Background: an optimization exercise with open tools, aiming at small area. Do not read the settings as production practice.
At most, simulation tests tie the RTL to the original design; equivalence was not proved.
The clock input has no modelled driver; a real chip could not lean on it and would need a root buffer or a full tree.
Power figures rest on the tool's default switching activity, not on a simulated workload.

// top
module top (
    input  wire        clk,
    input  wire        rst,
    input  wire        btn_jump,
    output wire        hsync,
    output wire        vsync,
    output wire [3:0]  red,
    output wire [3:0]  green,
    output wire [3:0]  blue
);
For scale: ~370 cells after synthesis, about 67 flip-flops, ~0.0037 mm^2 of cells after synthesis.
==> module graphics_engine, before the edit <==
module graphics_engine (
    input wire clk,
    input wire rst,
    input wire [6:0] hq,
    input wire [3:0] hr,
    input wire [9:0] v,
    input wire display_area,
    input wire [4:0] dino_m,
    input wire [5:0] nk1,
    input wire [6:0] nk2,
    output reg on,
    output reg white
);
    wire [6:0] a1;
    wire [7:0] a2;
    wire [5:0] d1;
    wire [6:0] d2;
    assign a1[0] = 1'b0;
    assign a2[0] = 1'b0;
    genvar i;
    generate
        for (i = 0; i < 6; i = i + 1) begin : g1
            assign d1[i] = hq[i] ^ nk1[i] ^ a1[i];
            assign a1[i+1] = (hq[i] & nk1[i]) | (a1[i] & (hq[i] ^ nk1[i]));
        end
        for (i = 0; i < 6; i = i + 1) begin : g2
            assign d2[i] = hq[i] ^ nk2[i] ^ a2[i];
            assign a2[i+1] = (hq[i] & nk2[i]) | (a2[i] & (hq[i] ^ nk2[i]));
        end
    endgenerate
    assign d2[6] = nk2[6] ^ a2[6];
    wire obs_row = (v >= 10'd330);
    wire in_obs = obs_row && ((d1 < 6'd5) || (d2 < 7'd5));
    reg [8:0] rtm;
    always @(*)
    begin
        case (dino_m)
            5'd0: rtm = 9'd6;
            5'd1: rtm = 9'd5;
            5'd2: rtm = 9'd3;
            5'd3: rtm = 9'd0;
            5'd4: rtm = 9'd508;
            5'd5: rtm = 9'd503;
            5'd6: rtm = 9'd497;
            5'd7: rtm = 9'd490;
            5'd8: rtm = 9'd482;
            5'd9: rtm = 9'd473;
            5'd10: rtm = 9'd463;
            5'd11: rtm = 9'd452;
            5'd12: rtm = 9'd440;
            5'd13: rtm = 9'd427;
            5'd14: rtm = 9'd413;
            5'd15: rtm = 9'd398;
            5'd16: rtm = 9'd382;
            5'd17: rtm = 9'd365;
            5'd18: rtm = 9'd347;
            default: rtm = 9'd328;
        endcase
    end
    wire [8:0] vh = v[9:1];
    wire [8:0] a3;
    wire [8:0] e;
    assign a3[0] = 1'b0;
    generate
        for (i = 0; i < 8; i = i + 1) begin : g3
            assign e[i] = vh[i] ^ rtm[i] ^ a3[i];
            assign a3[i+1] = (vh[i] & rtm[i]) | (a3[i] & (vh[i] ^ rtm[i]));
        end
    endgenerate
    assign e[8] = vh[8] ^ rtm[8] ^ a3[8];
    wire row_head = (e >= 9'd16) && (e < 9'd26);
    wire row_body = (e >= 9'd26) && (e < 9'd41);
    wire row_tail = (e >= 9'd41) && (e < 9'd56);
    wire row_legs = (e >= 9'd56) && (e < 9'd61);
    wire hr_2_7 = (hr >= 4'd2) && (hr <= 4'd7);
    wire in_dino =
        (row_head && ((hq == 7'd8 && hr >= 4'd5) || (hq == 7'd9 && hr <= 4'd7))) ||
        (row_body && (hq >= 7'd6 && hq <= 7'd8)) ||
        (row_tail && (hq >= 7'd5 && hq <= 7'd8)) ||
        (row_legs && (hq == 7'd5 || ((hq == 7'd6 || hq == 7'd8) && hr_2_7)));
    always @(posedge clk)
    begin
        on <= ~rst & display_area;
        white <= ~rst & display_area & ~(in_obs | in_dino);
    end
endmodule
==> flow/config.mk <==
export PLATFORM = sky130hd
export DESIGN_NAME = top
export DESIGN_NICKNAME = top
export VERILOG_FILES = /design/flow/design.v
export SDC_FILE = /design/flow/constraint.sdc
export NUM_CORES = 4
export LEC_CHECK = 0
export CAP_MARGIN = 20
export CORE_MARGIN = 2
export CORE_UTILIZATION = 40
export SLEW_MARGIN = 20
export SYNTH_HIERARCHICAL = 1
==> flow/constraint.sdc <==
create_clock -name core_clock -period 40.0 [get_ports {clk}]
set_input_delay 8.0000 -clock core_clock [delete_from_list [all_inputs] [get_ports {clk}]]
set_output_delay 8.0000 -clock core_clock [all_outputs]
set_load 0.01 [all_outputs]
standard.sh (not shown) runs the stock make flow with config.mk's settings and CLKGATE_MAP_FILE= SYNTH_SCRIPT=/design/flow/synth_recipe.tcl, a recipe that flattens the netlist after the stock synthesis.
==> flow/flow/run.sh <==
#!/bin/bash
# Standard ORFS layout (the standard.sh) with two changes:
#  - ports are buffered with buf_1 instead of the default buffer cell
#  - after CTS, the clock tree is replaced by a smaller one: the flip-flops
#    are split into 4 groups by position, each driven by one clkbuf_8 at the
#    group's centre, and clk drives the 4 buffers (flow/post_cts.tcl)
# The make output goes to standard.log; ORFS keeps each step's log under orfs/logs.
set -euo pipefail
export BUFFER_PORTS_ARGS="-buffer_cell sky130_fd_sc_hd__buf_1"
export POST_CTS_TCL="$PWD/flow/post_cts.tcl"
bash standard.sh > standard.log 2>&1
Other scripts of this flow, unchanged in this note and not shown: flow/flow/post_cts.tcl
Then changed:
--- a/flow/design.v
+++ b/flow/design.v
@@ -182,28 +182,28 @@
     reg [8:0] rtm;
     always @(*)
     begin
         case (dino_m)
-            5'd0: rtm = 9'd6;
-            5'd1: rtm = 9'd5;
-            5'd2: rtm = 9'd3;
-            5'd3: rtm = 9'd0;
-            5'd4: rtm = 9'd508;
-            5'd5: rtm = 9'd503;
-            5'd6: rtm = 9'd497;
-            5'd7: rtm = 9'd490;
-            5'd8: rtm = 9'd482;
-            5'd9: rtm = 9'd473;
-            5'd10: rtm = 9'd463;
-            5'd11: rtm = 9'd452;
-            5'd12: rtm = 9'd440;
-            5'd13: rtm = 9'd427;
-            5'd14: rtm = 9'd413;
-            5'd15: rtm = 9'd398;
-            5'd16: rtm = 9'd382;
-            5'd17: rtm = 9'd365;
-            5'd18: rtm = 9'd347;
-            default: rtm = 9'd328;
+            5'd0: rtm = 9'd502;
+            5'd1: rtm = 9'd501;
+            5'd2: rtm = 9'd499;
+            5'd3: rtm = 9'd496;
+            5'd4: rtm = 9'd492;
+            5'd5: rtm = 9'd487;
+            5'd6: rtm = 9'd481;
+            5'd7: rtm = 9'd474;
+            5'd8: rtm = 9'd466;
+            5'd9: rtm = 9'd457;
+            5'd10: rtm = 9'd447;
+            5'd11: rtm = 9'd436;
+            5'd12: rtm = 9'd424;
+            5'd13: rtm = 9'd411;
+            5'd14: rtm = 9'd397;
+            5'd15: rtm = 9'd382;
+            5'd16: rtm = 9'd366;
+            5'd17: rtm = 9'd349;
+            5'd18: rtm = 9'd331;
+            default: rtm = 9'd312;
         endcase
     end
     wire [8:0] vh = v[9:1];
     wire [8:0] a3;
@@ -215,12 +215,12 @@
             assign a3[i+1] = (vh[i] & rtm[i]) | (a3[i] & (vh[i] ^ rtm[i]));
         end
     endgenerate
     assign e[8] = vh[8] ^ rtm[8] ^ a3[8];
-    wire row_head = (e >= 9'd16) && (e < 9'd26);
-    wire row_body = (e >= 9'd26) && (e < 9'd41);
-    wire row_tail = (e >= 9'd41) && (e < 9'd56);
-    wire row_legs = (e >= 9'd56) && (e < 9'd61);
+    wire row_head = (e < 9'd10);
+    wire row_body = (e >= 9'd10) && (e < 9'd25);
+    wire row_tail = (e >= 9'd25) && (e < 9'd40);
+    wire row_legs = (e >= 9'd40) && (e < 9'd45);
     wire hr_2_7 = (hr >= 4'd2) && (hr <= 4'd7);
     wire in_dino =
         (row_head && ((hq == 7'd8 && hr >= 4'd5) || (hq == 7'd9 && hr <= 4'd7))) ||
         (row_body && (hq >= 7'd6 && hq <= 7'd8)) ||
=>
- The changed run completed without violations
- clock power is higher by about 2%
- worst hold slack got worse by 20 ps
- sequential power hardly moves
- synthesized area is higher by 0.50%
- die area is higher by 0.49%
- critical path depth does not change
- first-iteration DRC count is higher by 1.4%
- synthesized cell count is about the same
- total power is higher by 0.45%
- register-to-register slack improved by 730 ps
Function not checked in the second run of this note: the RTL went through the layout flow alone. No run of this note takes its clock network from TritonCTS; it comes from the design's own scripts or RTL.

[afterwards: timing with drivers on the ports]
The results above use ideal ports. As a check the final layouts listed here were re-extracted and re-timed, cells and wires unchanged. Step 1: set_driving_cell puts a clkbuf_16 on clk and a buf_2 on each other input, an assumption about the parent block. Step 2 times the ports against the registers' clock, not the clock port: input delays grow and output delays shrink by t, the midpoint of the rising clock arrivals with the driver on. Slacks: ideal ports / drivers / drivers and shift; pairs: ideal ports / drivers.
run	t (ns)	setup slack, ns	clock arrival spread, ns	worst slew at a driven data input, ns
the first run	0.213	30.586 / 30.532 / 30.745	0.016 / 0.017	0.03
the second run	0.221	30.520 / 30.463 / 30.640	0.023 / 0.023	0.03
After both steps every run listed still meets setup and hold.
